From an optimization exercise on the open Yosys and OpenROAD flow, aimed at small area, a short achievable clock period and few clock cycles per item; shortcuts taken in it are not production practice. In this exercise RTL edits were held to simulation tests only and were not proved equivalent to the original. Power and IR drop assume default switching activity.

## JAM
module JAM (
    input CLK,
    input RST,
    output reg [2:0] W,
    output reg [2:0] J,
    input [6:0] Cost,
    output reg [3:0] MatchCount,
    output reg [9:0] MinCost,
    output reg Valid );
==> flow/config.mk <==
export PLATFORM = sky130hd
export DESIGN_NAME = JAM
export DESIGN_NICKNAME = JAM
export VERILOG_FILES = /design/flow/design.v
export SDC_FILE = /design/flow/constraint.sdc
export NUM_CORES = 4
export LEC_CHECK = 0
export CAP_MARGIN = 20
export CORE_MARGIN = 2
export CORE_UTILIZATION = 40
export CTS_CLUSTER_DIAMETER = 100
export CTS_CLUSTER_SIZE = 25
export SLEW_MARGIN = 20
==> flow/constraint.sdc <==
create_clock -name core_clock -period 4.0 [get_ports {CLK}]
set_input_delay 0.8000 -clock core_clock [delete_from_list [all_inputs] [get_ports {CLK}]]
set_output_delay 0.8000 -clock core_clock [all_outputs]
set_load 0.01 [all_outputs]
run.sh (not shown) runs the stock make flow with config.mk's settings and CLKGATE_MAP_FILE= SYNTH_SCRIPT=/design/flow/synth_recipe.tcl, a recipe that flattens the netlist after the stock synthesis.
The starting point finished clean.
Testbench counts at the start, summed over its fixed seeds: cycles 4,584, tables 18.
Next try:
--- a/flow/design.v
+++ b/flow/design.v
@@ -35,26 +35,24 @@
 reg [2:0]  j1;            
 reg [2:0]  jj;            
 reg [1:0]  s1_tag;
 reg [9:0]  s1_cb;         
 reg [7:0]  s1_w;          
 reg [7:0]  s1_corr;       
 reg        s1_wb;
 reg [2:0]  s1_col;
 reg [1:0]  s2_tag;
 reg [7:0]  s2_x;          
 reg [7:0]  s2_m;
 reg [2:0]  s2_col;
-reg        s2_mt;         
-reg        j1_mt;         
 integer q;
 function [3:0] next_free;
   input [7:0] u;
   input [3:0] from;
   integer n;
   begin
     next_free = 4'd8;
     for (n = 7; n >= 0; n = n - 1)
       if (!u[n] && n >= from) next_free = n;
   end
 endfunction
 function [2:0] lowest;
@@ -141,27 +139,25 @@
 wire [9:0]  x2   = add3c(s1_cb, {2'd0, s1_w}, {2'd0, s1_corr}, 1'b0, 1'b0);
 wire [7:0]  xsat = s2_x[7] ? 8'hff : s2_x;
 wire        xlt  = j0[3] | lt8(xsat, s2_m);
 wire        xb   = lt8(xsat, best);
 wire        mb   = lt8(s2_m, best);
 wire        alt  = lt8(s2_x, best);
 wire [7:0]  nmv3 = xlt ? xsat : s2_m;
 wire        nbst = xlt ? xb : mb;
 wire [7:0]  pbit = 8'd1 << p[s2_col];
 wire        nlast = (s2_tag == T_SCAN) & nbst;
 wire [7:0]  bestf = nlast ? nmv3 : best;
 wire [2:0]  j1f   = nlast ? s2_col : j1;
-wire        j1mtf = nlast ? s2_mt : j1_mt;
 reg  [7:0]  alive, ina;
-reg         pchg;         
 integer a, b;
 always @(*) begin
   for (a = 0; a < 8; a = a + 1) begin
     ina[a] = 1'b0;
     for (b = 0; b < 8; b = b + 1)
       if (b != a) ina[a] = ina[a] | (mv[b][a] & mt[b]);
     alive[a] = mt[a] & ina[a] & |(mv[a] & mt & ~(8'd1 << a));
   end
 end
 wire [2:0]  dj      = lowest(best);
 wire [7:0]  dused_d = used | (8'd1 << dj);
 wire [3:0]  lnext   = nf_next(mt, j1);
@@ -199,32 +195,30 @@
     Valid <= 1'b0;
   end else begin
     s1_tag <= T_NONE;
     s1_cb <= add10c({3'd0, Cost}, base, 1'b0);
     s1_w <= wz ? 8'd0 : wv[J];
     s1_corr <= (fix & used[J]) ? corr10[7:0] : 8'd0;
     s1_wb <= (fix & used[J]) | wz;
     s1_col <= J;
     s2_tag <= s1_tag;
     s2_x <= (|x2[9:8]) ? 8'hff : x2[7:0];
     s2_m <= mv[s1_col];
     s2_col <= s1_col;
-    s2_mt <= mt[s1_col];
     if (s2_tag == T_SCAN) begin
       mv[s2_col] <= nmv3;
       if (!j0[3] && xlt) way[s2_col] <= j0[2:0];
       if (nbst) begin
         best <= nmv3;
         j1 <= s2_col;
-        j1_mt <= s2_mt;
       end
     end
     if (s2_tag == T_ADJ) begin
       if (s2_col == 3'd0 || alt) begin
         best <= s2_x;
         mt <= pbit;
       end else if (s2_x == best)
         mt <= mt | pbit;
       if (s2_col == 3'd7) begin
         mv[row] <= alt ? pbit :
                    (s2_x == best) ? (mt | pbit) : mt;
         row <= row + 3'd1;
@@ -243,37 +237,36 @@
     end
     case (cs)
       S_SCAN: begin
         s1_tag <= T_SCAN;
         if (nf_scan[3]) begin
                 cs <= S_WAIT;
         end else
           J <= nf_scan[2:0];
       end
       S_WAIT: begin
         if (s1_tag == T_NONE && adj_end) begin
           mt <= 8'hff;
-          pchg <= 1'b1;
           cs <= S_PRU;
         end
         else if (s1_tag == T_NONE) begin
           best <= 8'hff;
           dl <= bestf[6:0];
           fix <= 1'b0;
           wz <= 1'b0;
           if (j0[3]) begin
             for (q = 0; q < 8; q = q + 1)
               way[q] <= q;
           end
-          if (j1mtf) begin
+          if (mt[j1f]) begin
             used <= (fix ? 8'd0 : used) | (8'd1 << j1f);
             j0 <= {1'b0, j1f};
             W <= p[j1f];
             J <= j1f;
             cs <= S_A0;
           end else begin
             if (fix) used <= 8'd0;
             mt[j1f] <= 1'b1;
             jj <= j1f;
             aug <= 1'b1;
             fix <= 1'b1;
             j0 <= 4'd8;
@@ -300,28 +293,27 @@
         if (J == 3'd7) begin
           W <= W + 3'd1;
           fix <= 1'b0;
           if (W == 3'd7) begin
             adj_end <= 1'b1;
                     cs <= S_WAIT;
           end
         end
       end
       S_PRU: begin
         mt <= alive;
         used <= ~alive;
-        pchg <= |(mt & ~alive);
-        if (!pchg) begin
+        if (alive == mt) begin
           MatchCount <= 4'd1;
-          if (mt == 8'd0) begin
+          if (alive == 8'd0) begin
             Valid <= 1'b1;
             cs <= S_DONE;
           end else
             cs <= S_DINI;
         end
       end
       S_DINI: begin
         j1 <= nf_lo;
         best <= rrow & ~used;
         MatchCount <= 4'd0;
         cs <= S_DFS;
       end
Clock power is lower by a little under a tenth.
Design area went up slightly.
Final cell count is higher slightly.
Routed wire length decreases slightly.
First-iteration DRC count drops by a few percent.
Via count shrinks slightly.
Power goes down slightly.

* * *

Another version of the RTL of JAM (not shown whole).
Size: roughly 310 flip-flops, ~30 I/O pins, about 22000 um2 of cells after synthesis.
make LEC_CHECK=0 CAP_MARGIN=20 CORE_MARGIN=2 CORE_UTILIZATION=40 SLEW_MARGIN=20 finish   # period 4.0 ns
Testbench counts at the start, summed over its fixed seeds: cycles 4,571, tables 18.
Next try:
--- a/flow/design.v
+++ b/flow/design.v
@@ -8,25 +8,24 @@
     output reg [9:0] MinCost,
     output reg Valid );
 localparam [3:0] S_SCAN = 4'd0,   
                  S_WAIT = 4'd1,   
                  S_A0   = 4'd3,   
                  S_ADJ  = 4'd4,   
                  S_PRU  = 4'd5,   
                  S_DINI = 4'd6,   
                  S_DFS  = 4'd7,   
                  S_DONE = 4'd8;
 localparam [1:0] T_NONE = 2'd0, T_SCAN = 2'd1, T_ADJ = 2'd2, T_A0 = 2'd3;
 reg [3:0]  cs;
-reg [1:0]  dcnt;
 reg        fix;           
 reg        wz;            
 reg        adj_end;
 reg        aug;           
 reg [7:0]  wv   [0:7];    
 reg [7:0]  mv   [0:7];    
 reg [2:0]  way  [0:7];    
 reg [2:0]  p    [0:7];    
 reg [7:0]  mt;            
 reg [7:0]  used;          
 reg [2:0]  row;           
 reg [3:0]  j0;            
@@ -175,25 +174,24 @@
 wire [2:0]  cprev   = way[lprev[2:0]];
 wire [7:0]  dused_b = used & ~(8'd1 << cprev);
 wire [7:0]  gtmask  = 8'hfe << cprev;
 wire        ddesc   = !lnext[3] && best != 8'd0;
 wire [2:0]  ridx    = (cs == S_DINI) ? nf_lo : ddesc ? lnext[2:0] : lprev[2:0];
 wire [7:0]  rrow    = mv[ridx];
 always @(posedge CLK) begin
   if (s1_tag != T_NONE && s1_wb) wv[s1_col] <= wnew;
 end
 always @(posedge CLK or posedge RST) begin
   if (RST) begin
     cs <= S_SCAN;
-    dcnt <= 2'd0;
     W <= 3'd0;
     J <= 3'd0;
     row <= 3'd0;
     j0 <= 4'd8;
     used <= 8'd0;
     mt <= 8'd0;
     dl <= 7'd0;
     base <= 10'd0;
     best <= 8'hff;
     fix <= 1'b1;
     wz <= 1'b1;
     aug <= 1'b0;
@@ -240,34 +238,32 @@
         row <= row + 3'd1;
         MinCost <= MinCost + {3'd0, dl};
         aug <= 1'b0;
       end else begin
         p[jj] <= p[way[jj]];
         jj <= way[jj];
       end
     end
     case (cs)
       S_SCAN: begin
         s1_tag <= T_SCAN;
         if (nf_scan[3]) begin
-          dcnt <= 2'd0;
-          cs <= S_WAIT;
+                cs <= S_WAIT;
         end else
           J <= nf_scan[2:0];
       end
       S_WAIT: begin
-        dcnt <= dcnt + 2'd1;
-        if (dcnt == 2'd1 && adj_end)
+        if (s1_tag == T_NONE && adj_end)
           cs <= S_PRU;
-        else if (dcnt == 2'd1) begin
+        else if (s1_tag == T_NONE) begin
           best <= 8'hff;
           dl <= bestf[6:0];
           fix <= 1'b0;
           wz <= 1'b0;
           if (j0[3]) begin
             for (q = 0; q < 8; q = q + 1)
               way[q] <= q;
           end
           if (mt[j1f]) begin
             used <= (fix ? 8'd0 : used) | (8'd1 << j1f);
             j0 <= {1'b0, j1f};
             W <= p[j1f];
@@ -296,45 +292,47 @@
         base <= base_a0;
         J <= nf_first[2:0];
         cs <= S_SCAN;
       end
       S_ADJ: if (!aug) begin
         s1_tag <= T_ADJ;
         J <= J + 3'd1;
         if (J == 3'd7) begin
           W <= W + 3'd1;
           fix <= 1'b0;
           if (W == 3'd7) begin
             adj_end <= 1'b1;
-            dcnt <= 2'd0;
-            cs <= S_WAIT;
+                    cs <= S_WAIT;
           end
         end
       end
       S_PRU: begin
         for (q = 0; q < 8; q = q + 1)
           mv[q] <= pru[q];
         mt <= outd;
         used <= ~outd;
-        if (!pchg) cs <= S_DINI;
+        if (!pchg) begin
+          MatchCount <= 4'd1;
+          if (outd == 8'd0) begin
+            Valid <= 1'b1;
+            cs <= S_DONE;
+          end else
+            cs <= S_DINI;
+        end
       end
       S_DINI: begin
         j1 <= nf_lo;
         best <= rrow & ~used;
-        MatchCount <= (mt == 8'd0) ? 4'd1 : 4'd0;
-        if (mt == 8'd0) begin
-          Valid <= 1'b1;
-          cs <= S_DONE;
-        end else
-          cs <= S_DFS;
+        MatchCount <= 4'd0;
+        cs <= S_DFS;
       end
       S_DFS: begin
         if (!lnext[3] && best != 8'd0) begin
           way[j1] <= dj;
           used <= dused_d;
           best <= rrow & ~dused_d;
           j1 <= lnext[2:0];
         end else begin
           if (lnext[3] && best != 8'd0) MatchCount <= MatchCount + 4'd1;
           if (lprev[3]) begin
             Valid <= 1'b1;
             cs <= S_DONE;
=> The changed run ran to the end with no violations. Final cell count barely changes. Global-route usage went down by 0.81 points. Die area does not change. Clock skew went up by 0.015 ns. Worst setup slack degrades by 0.035 ns.
Testbench counts after the change, summed over its fixed seeds: cycles 4,558, tables 18.

* * *

The RTL this note starts from:
==> flow/design.v <==
module JAM (
    input CLK,
    input RST,
    output reg [2:0] W,
    output reg [2:0] J,
    input [6:0] Cost,
    output reg [3:0] MatchCount,
    output reg [9:0] MinCost,
    output reg Valid );
localparam [3:0] S_SCAN = 4'd0,   
                 S_WAIT = 4'd1,   
                 S_A0   = 4'd3,   
                 S_ADJ  = 4'd4,   
                 S_PRU  = 4'd5,   
                 S_DINI = 4'd6,   
                 S_DFS  = 4'd7,   
                 S_DONE = 4'd8;
localparam [1:0] T_NONE = 2'd0, T_SCAN = 2'd1, T_ADJ = 2'd2, T_A0 = 2'd3;
reg [3:0]  cs;
reg [1:0]  dcnt;
reg        fix;           
reg        wz;            
reg        adj_end;
reg        aug;           
reg [7:0]  wv   [0:7];    
reg [7:0]  mv   [0:7];    
reg [3:0]  way  [0:7];    
reg [2:0]  p    [0:7];    
reg [7:0]  mt;            
reg [7:0]  used;
reg [2:0]  row;           
reg [3:0]  j0;            
reg [6:0]  dl;            
reg [9:0]  base;          
reg [7:0]  best;
reg [2:0]  j1;
reg [2:0]  jj;            
reg [1:0]  s1_tag;
reg [9:0]  s1_cb;         
reg [7:0]  s1_w;          
reg [7:0]  s1_corr;       
reg        s1_wb;
reg [2:0]  s1_col;
reg [1:0]  s2_tag;
reg [7:0]  s2_x;          
reg [7:0]  s2_m;
reg [2:0]  s2_col;
reg [7:0]  rmin;
reg [7:0]  arow;
reg [2:0]  lvl;
reg [7:0]  dused;
reg [7:0]  rem;
reg [2:0]  cst [0:6];
reg [7:0]  nf;            
integer q;
function [3:0] next_free;
  input [7:0] u;
  input [3:0] from;
  integer n;
  begin
    next_free = 4'd8;
    for (n = 7; n >= 0; n = n - 1)
      if (!u[n] && n >= from) next_free = n;
  end
endfunction
function [2:0] lowest;
  input [7:0] m;
  integer n;
  begin
    lowest = 3'd0;
    for (n = 7; n >= 0; n = n - 1)
      if (m[n]) lowest = n;
  end
endfunction
function [3:0] nf_next;
  input [7:0] m;
  input [2:0] a;
  integer n;
  begin
    nf_next = 4'd8;
    for (n = 7; n >= 0; n = n - 1)
      if (m[n] && n > a) nf_next = n;
  end
endfunction
function [3:0] nf_prev;
  input [7:0] m;
  input [2:0] a;
  integer n;
  begin
    nf_prev = 4'd8;
    for (n = 0; n < 8; n = n + 1)
      if (m[n] && n < a) nf_prev = n;
  end
endfunction
wire [3:0]  nf_scan  = next_free(fix ? 8'd0 : used, {1'b0, J} + 4'd1);
wire [3:0]  nf_first = next_free(used, 4'd0);
wire [7:0]  wnew = s1_w + s1_corr;
wire [9:0]  x2   = s1_cb + {2'd0, wnew};
wire [7:0]  xsat = s2_x[7] ? 8'hff : s2_x;
wire        xlt  = j0[3] | (xsat < s2_m);
wire        xb   = xsat < best;
wire        mb   = s2_m < best;
wire [7:0]  nmv3 = xlt ? xsat : s2_m;
wire        nbst = xlt ? xb : mb;
wire [7:0]  pbit = 8'd1 << p[s2_col];
wire        nlast = (s2_tag == T_SCAN) & nbst;
wire [7:0]  bestf = nlast ? nmv3 : best;
wire [2:0]  j1f   = nlast ? s2_col : j1;
reg  [7:0]  pru  [0:7];
reg  [7:0]  outd, ind;
reg         pchg;
integer a, b;
always @(*) begin
  for (a = 0; a < 8; a = a + 1) begin
    outd[a] = |(mv[a] & ~(8'd1 << a));
    ind[a] = 1'b0;
    for (b = 0; b < 8; b = b + 1)
      if (b != a) ind[a] = ind[a] | mv[b][a];
  end
  pchg = 1'b0;
  for (a = 0; a < 8; a = a + 1)
    for (b = 0; b < 8; b = b + 1) begin
      pru[a][b] = mv[a][b] & ((a == b) | (outd[b] & ind[a]));
      pchg = pchg | (mv[a][b] & ~pru[a][b]);
    end
end
wire [2:0]  dj      = lowest(rem);
wire [7:0]  dused_d = dused | (8'd1 << dj);
wire [3:0]  lnext   = nf_next(nf, lvl);
wire [2:0]  nf_lo   = lowest(nf);
wire [3:0]  lprev   = nf_prev(nf, lvl);
wire [2:0]  cprev   = cst[lprev[2:0]];
wire [7:0]  dused_b = dused & ~(8'd1 << cprev);
wire [7:0]  gtmask  = 8'hfe << cprev;
wire        ddesc   = !lnext[3] && rem != 8'd0;
wire [2:0]  ridx    = (cs == S_DINI) ? nf_lo : ddesc ? lnext[2:0] : lprev[2:0];
wire [7:0]  rrow    = mv[ridx];
always @(posedge CLK) begin
  if (s1_tag != T_NONE && s1_wb) wv[s1_col] <= wnew;
end
always @(posedge CLK or posedge RST) begin
  if (RST) begin
    cs <= S_SCAN;
    dcnt <= 2'd0;
    W <= 3'd0;
    J <= 3'd0;
    row <= 3'd0;
    j0 <= 4'd8;
    used <= 8'd0;
    mt <= 8'd0;
    dl <= 7'd0;
    base <= 10'd0;
    best <= 8'hff;
    fix <= 1'b1;
    wz <= 1'b1;
    aug <= 1'b0;
    adj_end <= 1'b0;
    s1_tag <= T_NONE;
    s2_tag <= T_NONE;
    MinCost <= 10'd0;
    MatchCount <= 4'd0;
    Valid <= 1'b0;
  end else begin
    s1_tag <= T_NONE;
    s1_cb <= {3'd0, Cost} + base;
    s1_w <= wz ? 8'd0 : wv[J];
    s1_corr <= (fix & used[J]) ? {1'b0, dl} - mv[J] : 8'd0;
    s1_wb <= (fix & used[J]) | wz;
    s1_col <= J;
    s2_tag <= s1_tag;
    s2_x <= (|x2[9:8]) ? 8'hff : x2[7:0];
    s2_m <= mv[s1_col];
    s2_col <= s1_col;
    if (s2_tag == T_SCAN) begin
      mv[s2_col] <= nmv3;
      if (!j0[3] && xlt) way[s2_col] <= j0;
      if (nbst) begin
        best <= nmv3;
        j1 <= s2_col;
      end
    end
    if (s2_tag == T_ADJ) begin
      if (s2_col == 3'd0 || s2_x < rmin) begin
        rmin <= s2_x;
        arow <= pbit;
      end else if (s2_x == rmin)
        arow <= arow | pbit;
      if (s2_col == 3'd7) begin
        mv[row] <= (s2_x < rmin) ? pbit :
                   (s2_x == rmin) ? (arow | pbit) : arow;
        row <= row + 3'd1;
      end
    end
    if (aug) begin
      if (way[jj][3]) begin
        p[jj] <= row;
        row <= row + 3'd1;
        MinCost <= MinCost + {3'd0, dl};
        aug <= 1'b0;
      end else begin
        p[jj] <= p[way[jj][2:0]];
        jj <= way[jj][2:0];
      end
    end
    case (cs)
      S_SCAN: begin
        s1_tag <= T_SCAN;
        if (nf_scan[3]) begin
          dcnt <= 2'd0;
          cs <= S_WAIT;
        end else
          J <= nf_scan[2:0];
      end
      S_WAIT: begin
        dcnt <= dcnt + 2'd1;
        if (dcnt == 2'd1 && adj_end)
          cs <= S_PRU;
        else if (dcnt == 2'd1) begin
          best <= 8'hff;
          dl <= bestf[6:0];
          fix <= 1'b0;
          wz <= 1'b0;
          if (j0[3]) begin
            for (q = 0; q < 8; q = q + 1)
              way[q] <= 4'd8;
          end
          if (mt[j1f]) begin
            used <= (fix ? 8'd0 : used) | (8'd1 << j1f);
            j0 <= {1'b0, j1f};
            W <= p[j1f];
            J <= j1f;
            cs <= S_A0;
          end else begin
            if (fix) used <= 8'd0;
            mt[j1f] <= 1'b1;
            jj <= j1f;
            aug <= 1'b1;
            fix <= 1'b1;
            j0 <= 4'd8;
            base <= 10'd0;
            J <= 3'd0;
            if (row == 3'd7) begin
              W <= 3'd0;
              cs <= S_ADJ;
            end else begin
              W <= row + 3'd1;
              cs <= S_SCAN;
            end
          end
        end
      end
      S_A0: begin
        base <= {3'd0, dl} - {2'd0, wv[J]} - {3'd0, Cost};
        J <= nf_first[2:0];
        cs <= S_SCAN;
      end
      S_ADJ: if (!aug) begin
        s1_tag <= T_ADJ;
        J <= J + 3'd1;
        if (J == 3'd7) begin
          W <= W + 3'd1;
          fix <= 1'b0;
          if (W == 3'd7) begin
            adj_end <= 1'b1;
            dcnt <= 2'd0;
            cs <= S_WAIT;
          end
        end
      end
      S_PRU: begin
        for (q = 0; q < 8; q = q + 1)
          mv[q] <= pru[q];
        nf <= outd;
        dused <= ~outd;
        if (!pchg) cs <= S_DINI;
      end
      S_DINI: begin
        lvl <= nf_lo;
        rem <= rrow & ~dused;
        MatchCount <= (nf == 8'd0) ? 4'd1 : 4'd0;
        if (nf == 8'd0) begin
          Valid <= 1'b1;
          cs <= S_DONE;
        end else
          cs <= S_DFS;
      end
      S_DFS: begin
        if (!lnext[3] && rem != 8'd0) begin
          cst[lvl] <= dj;
          dused <= dused_d;
          rem <= rrow & ~dused_d;
          lvl <= lnext[2:0];
        end else begin
          if (lnext[3] && rem != 8'd0) MatchCount <= MatchCount + 4'd1;
          if (lprev[3]) begin
            Valid <= 1'b1;
            cs <= S_DONE;
          end else begin
            dused <= dused_b;
            rem <= rrow & ~dused_b & gtmask;
            lvl <= lprev[2:0];
          end
        end
      end
      default: ;
    endcase
  end
end
endmodule
Settings: LEC_CHECK=0, CAP_MARGIN=20, CORE_MARGIN=2, CORE_UTILIZATION=40, SLEW_MARGIN=20; clock period 4.0 ns.
The first run completed, yet does not pass: setup timing.
Testbench counts at the start, summed over its fixed seeds: cycles 4,571, tables 18.
Then changed:
--- a/flow/design.v
+++ b/flow/design.v
@@ -32,17 +32,22 @@
 reg [3:0]  j0;            
 reg [6:0]  dl;            
 reg [9:0]  base;          
 reg [7:0]  best;
 reg [2:0]  j1;
 reg [2:0]  jj;            
+reg [1:0]  r_tag;
+reg [6:0]  r_cost;
+reg [7:0]  r_w;
+reg [7:0]  r_m;
+reg        r_cor;
+reg        r_wb;
+reg [2:0]  r_col;
 reg [1:0]  s1_tag;
-reg [9:0]  s1_cb;         
-reg [7:0]  s1_w;          
-reg [7:0]  s1_corr;       
-reg        s1_wb;
+reg [9:0]  s1_cb;
+reg [7:0]  s1_w;
 reg [2:0]  s1_col;
 reg [1:0]  s2_tag;
 reg [7:0]  s2_x;          
 reg [7:0]  s2_m;
 reg [2:0]  s2_col;
 reg [7:0]  rmin;
@@ -91,14 +96,14 @@
     for (n = 0; n < 8; n = n + 1)
       if (m[n] && n < a) nf_prev = n;
   end
 endfunction
 wire [3:0]  nf_scan  = next_free(fix ? 8'd0 : used, {1'b0, J} + 4'd1);
 wire [3:0]  nf_first = next_free(used, 4'd0);
-wire [7:0]  wnew = s1_w + s1_corr;
-wire [9:0]  x2   = s1_cb + {2'd0, wnew};
+wire [7:0]  wnew = r_cor ? r_w + {1'b0, dl} - r_m : r_w;
+wire [9:0]  x2   = s1_cb + {2'd0, s1_w};
 wire [7:0]  xsat = s2_x[7] ? 8'hff : s2_x;
 wire        xlt  = j0[3] | (xsat < s2_m);
 wire        xb   = xsat < best;
 wire        mb   = s2_m < best;
 wire [7:0]  nmv3 = xlt ? xsat : s2_m;
 wire        nbst = xlt ? xb : mb;
@@ -133,13 +138,13 @@
 wire [7:0]  dused_b = dused & ~(8'd1 << cprev);
 wire [7:0]  gtmask  = 8'hfe << cprev;
 wire        ddesc   = !lnext[3] && rem != 8'd0;
 wire [2:0]  ridx    = (cs == S_DINI) ? nf_lo : ddesc ? lnext[2:0] : lprev[2:0];
 wire [7:0]  rrow    = mv[ridx];
 always @(posedge CLK) begin
-  if (s1_tag != T_NONE && s1_wb) wv[s1_col] <= wnew;
+  if (r_tag != T_NONE && r_wb) wv[r_col] <= wnew;
 end
 always @(posedge CLK or posedge RST) begin
   if (RST) begin
     cs <= S_SCAN;
     dcnt <= 2'd0;
     W <= 3'd0;
@@ -152,24 +157,31 @@
     base <= 10'd0;
     best <= 8'hff;
     fix <= 1'b1;
     wz <= 1'b1;
     aug <= 1'b0;
     adj_end <= 1'b0;
+    r_tag <= T_NONE;
     s1_tag <= T_NONE;
     s2_tag <= T_NONE;
     MinCost <= 10'd0;
     MatchCount <= 4'd0;
     Valid <= 1'b0;
   end else begin
-    s1_tag <= T_NONE;
-    s1_cb <= {3'd0, Cost} + base;
-    s1_w <= wz ? 8'd0 : wv[J];
-    s1_corr <= (fix & used[J]) ? {1'b0, dl} - mv[J] : 8'd0;
-    s1_wb <= (fix & used[J]) | wz;
-    s1_col <= J;
+    r_tag <= T_NONE;
+    r_cost <= Cost;
+    r_w <= wz ? 8'd0 : wv[J];
+    r_m <= mv[J];
+    r_cor <= fix & used[J];
+    r_wb <= (fix & used[J]) | wz;
+    r_col <= J;
+    s1_tag <= r_tag;
+    s1_cb <= {3'd0, r_cost} + base;
+    s1_w <= wnew;
+    s1_col <= r_col;
+    if (r_tag == T_A0) base <= {3'd0, dl} - {2'd0, r_w} - {3'd0, r_cost};
     s2_tag <= s1_tag;
     s2_x <= (|x2[9:8]) ? 8'hff : x2[7:0];
     s2_m <= mv[s1_col];
     s2_col <= s1_col;
     if (s2_tag == T_SCAN) begin
       mv[s2_col] <= nmv3;
@@ -201,24 +213,24 @@
         p[jj] <= p[way[jj][2:0]];
         jj <= way[jj][2:0];
       end
     end
     case (cs)
       S_SCAN: begin
-        s1_tag <= T_SCAN;
+        r_tag <= T_SCAN;
         if (nf_scan[3]) begin
           dcnt <= 2'd0;
           cs <= S_WAIT;
         end else
           J <= nf_scan[2:0];
       end
       S_WAIT: begin
         dcnt <= dcnt + 2'd1;
-        if (dcnt == 2'd1 && adj_end)
+        if (dcnt == 2'd2 && adj_end)
           cs <= S_PRU;
-        else if (dcnt == 2'd1) begin
+        else if (dcnt == 2'd2) begin
           best <= 8'hff;
           dl <= bestf[6:0];
           fix <= 1'b0;
           wz <= 1'b0;
           if (j0[3]) begin
             for (q = 0; q < 8; q = q + 1)
@@ -247,18 +259,18 @@
               cs <= S_SCAN;
             end
           end
         end
       end
       S_A0: begin
-        base <= {3'd0, dl} - {2'd0, wv[J]} - {3'd0, Cost};
+        r_tag <= T_A0;
         J <= nf_first[2:0];
         cs <= S_SCAN;
       end
       S_ADJ: if (!aug) begin
-        s1_tag <= T_ADJ;
+        r_tag <= T_ADJ;
         J <= J + 3'd1;
         if (J == 3'd7) begin
           W <= W + 3'd1;
           fix <= 1'b0;
           if (W == 3'd7) begin
             adj_end <= 1'b1;
Outcome:
- With this change the flow finished with timing, DRC and antenna clean
- fmax climbs by 3.4%
- cell area increases by about 3.4%
- via count went up by about 0.7%
- setup slack improved by 130 ps
- flip-flop and latch count increases by 21
- register-to-register slack is better by 130 ps
Testbench counts after the change, summed over its fixed seeds: cycles 4,927, tables 18.

## afterwards: timing with drivers on the ports
How much do the figures lean on ideal ports? The routed layouts below were timed once more, with nothing changed but the port constraints.
Step 1 assumes that a clkbuf_16 drives the clock port and a buf_2 every other input.
Step 2 times the ports against the registers' clock, not the clock port: input delays grow and output delays shrink by t, the midpoint of the rising clock arrivals with the driver on.
Three values: no drivers, after step 1, after step 2; two values: the first two.
run	t (ns)	setup slack, ns	worst slew at a driven data input, ns
the first run of note 1	0.612	0.169 / 0.169 / 0.169	0.03
the second run of note 1	0.598	0.126 / 0.126 / 0.126	0.04
the first run of note 2	0.641	0.179 / 0.179 / 0.179	0.03
the second run of note 2	0.649	0.145 / 0.145 / 0.145	0.03
the first run of note 3	0.643	-0.007 / -0.007 / -0.007	0.03
the second run of note 3	0.666	0.123 / 0.123 / 0.123	0.04
